This design comes from an exercise in tuning for a short achievable clock period and few clock cycles on the open sky130 flow, not from production work. Function was checked by simulation only, so behaviour that the tests miss may differ from the original.

## miniRV
module miniRV (
    input  wire        clk,
    input  wire        rst,
    input  wire [31:0] inst_i,
    input  wire [31:0] mem_rdata_i,
    output wire [13:0] inst_addr_o,
    output wire [15:0] mem_addr_o,
    output wire        mem_wen_o,
    output wire [31:0] mem_wdata_o,
    output wire        debug_wb_have_inst,
    output wire [31:0] debug_wb_pc,
    output wire        debug_wb_ena,
    output wire [4:0]  debug_wb_reg,
    output wire [31:0] debug_wb_value
);
Size: ~5,300 cells after synthesis, roughly 1,800 flip-flops, about 200 I/O pins, roughly 84,000 um^2 of cells after synthesis.
==> flow/config.mk <==
export PLATFORM = sky130hd
export DESIGN_NAME = miniRV
export DESIGN_NICKNAME = miniRV
export VERILOG_FILES = /design/flow/design.v
export SDC_FILE = /design/flow/constraint.sdc
export NUM_CORES = 4
export LEC_CHECK = 0
export CAP_MARGIN = 20
export CORE_MARGIN = 2
export CORE_UTILIZATION = 40
export SETUP_SLACK_MARGIN = 5
export SLEW_MARGIN = 20
==> flow/constraint.sdc <==
create_clock -name core_clock -period 9.5 [get_ports {clk}]
set_input_delay 1.9000 -clock core_clock [delete_from_list [all_inputs] [get_ports {clk}]]
set_output_delay 1.9000 -clock core_clock [all_outputs]
set_load 0.01 [all_outputs]
standard.sh (not shown) runs the stock make flow with config.mk's settings and CLKGATE_MAP_FILE= SYNTH_SCRIPT=/design/flow/synth_recipe.tcl, a recipe that flattens the netlist after the stock synthesis.
==> flow/flow/run.sh <==
#!/bin/bash
set -euo pipefail
MARGIN=${MARGIN:-6.5}
bash standard.sh SETUP_SLACK_MARGIN=$MARGIN finish > standard.log 2>&1
Testbench counts at the start, summed over its fixed seeds: cycles 80,576.
Change:
--- a/flow/design.v
+++ b/flow/design.v
@@ -28,19 +28,21 @@
 reg  [31:0] e_r1;                  
 reg  [31:0] e_r2;                  
 reg  [15:0] e_ji;                  
 reg  [13:0] e_pc;
 reg  [13:0] e_pc1;
 reg         e_jalr;
 reg         e_pred;
+reg  [13:0] e_ptgt;
 reg         e_c_eq, e_c_ne, e_c_lt, e_c_ge, e_c_ltu, e_c_geu, e_c_al;    
 reg         e_uns;
 reg         e_ld, e_st, e_wr;
 reg  [4:0]  e_rd;
 reg         e_r2_ld;               
+reg         e_s_rr, e_s_m1, e_s_m2, e_s_mm;    
 reg         e_sub;
 reg         e_s_add, e_s_slt, e_s_xor, e_s_or, e_s_and, e_s_sll, e_s_sr;
 reg         e_sra;
 reg         m_valid;
 reg  [31:0] m_res;
 reg  [31:0] m_wdata;
 reg         m_wen;
@@ -139,15 +141,15 @@
 wire [31:0] b_next  = b_x    ? e_res : b_old;
 wire [31:0] r1_next = x_fwd1 ? e_res : r1_old;
 wire [31:0] r2_next = x_fwd2 ? e_res : r2_old;
 wire        i_sh    = i_alu && (f3[1:0] == 2'b01);
 wire [4:0]  sh_next = !i_sh ? 5'd0 : !i_op ? imm_i[4:0] : x_fwd2 ? e_res[4:0] : r2_old[4:0];
 wire   ld1 = e_valid && e_ld && e_wr && (rs1 == e_rd);
 wire   ld2 = e_valid && e_ld && e_wr && (rs2 == e_rd);
-assign stall = d_valid && ((use1 && ld1) || (use2 && !i_st && ld2));
+assign stall = d_valid && ((use1 && !i_br && ld1) || (use2 && !i_st && !i_br && ld2));
 wire id_go    = d_valid && !stall && !e_mis;
 always @(posedge clk or posedge rst) begin
     if (rst)
         e_valid <= 1'b0;
     else
         e_valid <= id_go;
 end
@@ -158,27 +160,32 @@
     e_r1    <= r1_next;
     e_r2    <= r2_next;
     e_ji    <= i_jal ? imm_j[15:0] : i_br ? imm_b[15:0] : imm_i[15:0];
     e_pc    <= d_pc;
     e_pc1   <= d_pc + 14'd1;
     e_jalr  <= i_jalr;
     e_pred  <= d_pred;
+    e_ptgt  <= d_ptgt;
     e_c_eq  <= i_br && (f3 == 3'b000);
     e_c_ne  <= i_br && (f3 == 3'b001);
     e_c_lt  <= i_br && (f3 == 3'b100);
     e_c_ge  <= i_br && (f3 == 3'b101);
     e_c_ltu <= i_br && (f3 == 3'b110);
     e_c_geu <= i_br && (f3 == 3'b111);
     e_c_al  <= i_jal || i_jalr;
+    e_s_rr  <= !(i_br && (ld1 || ld2));
+    e_s_m1  <= i_br && ld1 && !ld2;
+    e_s_m2  <= i_br && !ld1 && ld2;
+    e_s_mm  <= i_br && ld1 && ld2;
     e_uns   <= f3[0];
     e_ld    <= i_ld;
     e_st    <= i_st;
     e_wr    <= wr;
     e_rd    <= rd;
-    e_r2_ld <= i_st && ld2;
+    e_r2_ld <= (i_br || i_st) && ld2;
     e_sub   <= (i_op && d_inst[30] && (f3 == 3'b000)) || (i_alu && (f3[2:1] == 2'b01));
     e_s_add <= !i_alu || (f3 == 3'b000);
     e_s_slt <= i_alu && (f3[2:1] == 2'b01);
     e_s_xor <= i_alu && (f3 == 3'b100);
     e_s_or  <= i_alu && (f3 == 3'b110);
     e_s_and <= i_alu && (f3 == 3'b111);
     e_s_sll <= i_alu && (f3 == 3'b001);
@@ -248,43 +255,48 @@
         s = ~(a[31] ^ b[31]);
         cmp = {e[31] & s,
                (~a[31] & b[31]) | (s & l[31]),
                (a[31] & ~b[31]) | (s & l[31])};
     end
 endfunction
 wire [2:0]  c_rr = cmp(e_r1, e_r2);
+wire [2:0]  c_m1 = cmp(mem_rdata_i, e_r2);
+wire [2:0]  c_m2 = cmp(e_r1, mem_rdata_i);
 wire [5:0]  c_sel = {e_c_eq, e_c_ne, e_c_ltu, e_c_geu, e_c_lt, e_c_ge};
 function brc;
     input [5:0] sel;
     input [2:0] c;
     begin
         brc = (sel[5] & c[2]) | (sel[4] & ~c[2]) |
               (sel[3] & c[1]) | (sel[2] & ~c[1]) |
               (sel[1] & c[0]) | (sel[0] & ~c[0]);
     end
 endfunction
-assign cond = e_c_al | brc(c_sel, c_rr);
+assign cond = e_c_al | (e_s_rr & brc(c_sel, c_rr)) | (e_s_m1 & brc(c_sel, c_m1)) |
+              (e_s_m2 & brc(c_sel, c_m2)) | (e_s_mm & (e_c_eq | e_c_ge | e_c_geu));
 wire [31:0] cb  = e_r2_ld ? mem_rdata_i : e_r2;
 wire [15:0] jtgt   = add16(e_r1[15:0], e_ji);
 wire [15:0] btgt   = add16({e_pc, 2'b00}, e_ji);
 wire [13:0] e_t    = btgt[15:2];
+wire        jmis   = (jtgt[15:2] != e_ptgt);
 wire [13:0] nomis  = stall ? pc_q : f_hit ? f_ptgt : pc_q + 14'd1;
-assign mis_t = e_valid && (!e_pred || e_jalr);
+wire        tmis   = e_jalr ? jmis : (e_t != e_ptgt);
+assign mis_t = e_valid && (!e_pred || tmis);
 assign mis_n = e_valid && e_pred;
 assign pc_t  = !mis_t ? nomis : e_jalr ? jtgt[15:2] : e_t;
 assign pc_n  = !mis_n ? nomis : e_pc1;
 always @(posedge clk or posedge rst) begin
     if (rst) begin
         bu_en <= 1'b0;
     end else begin
-        bu_en <= e_valid && ((cond && !e_jalr) || e_pred);
+        bu_en <= e_valid && (cond || e_pred);
     end
 end
 always @(posedge clk) begin
-    bu_set <= cond && !e_jalr;
+    bu_set <= cond;
     bu_pc  <= e_pc;
     bu_tgt <= e_jalr ? jtgt[15:2] : e_t;
 end
 always @(posedge clk or posedge rst) begin
     if (rst) begin
         m_valid <= 1'b0;
         m_wen   <= 1'b0;
Clock skew shrinks by 0.025 ns.
Routed wire length grows by a few percent.
Worst setup slack is worse by 0.25 ns.
Critical path depth grows by 3.
Cell count grows by a few percent.
Register-to-register slack is worse by 0.11 ns.
Design area grows slightly.
Testbench counts after the change, summed over its fixed seeds: cycles 76,343.

==> re-timing with driven ports <==
In the flow no input, the clock included, has a driving cell. The finished layouts below were timed again as built, in two steps.
Step 1: set_driving_cell puts a clkbuf_16 on clk and a buf_2 on each other input, an assumption about the parent block.
Step 2 times the ports against the registers' clock, not the clock port: input delays grow and output delays shrink by t, the midpoint of the rising clock arrivals with the driver on.
Three values: no drivers, after step 1, after step 2; two values: the first two.
| run | t, ns | slack for setup (ns) | hold slack, ns | clock arrival spread, ns | worst slew at a driven data input, ns |
|---|---|---|---|---|---|
| the first run | 0.935 | 5.562 / 5.463 / 4.528 | 0.389 / 0.389 / 0.389 | 0.108 / 0.108 | 0.54 |
| the second run | 0.933 | 5.310 / 5.239 / 4.306 | 0.363 / 0.363 / 0.363 | 0.086 / 0.086 | 0.54 |
After both steps every run listed still meets setup and hold. For the first run, which loses most, drivers alone change the setup slack by -0.099 ns; drivers and shift together by -1.034 ns.
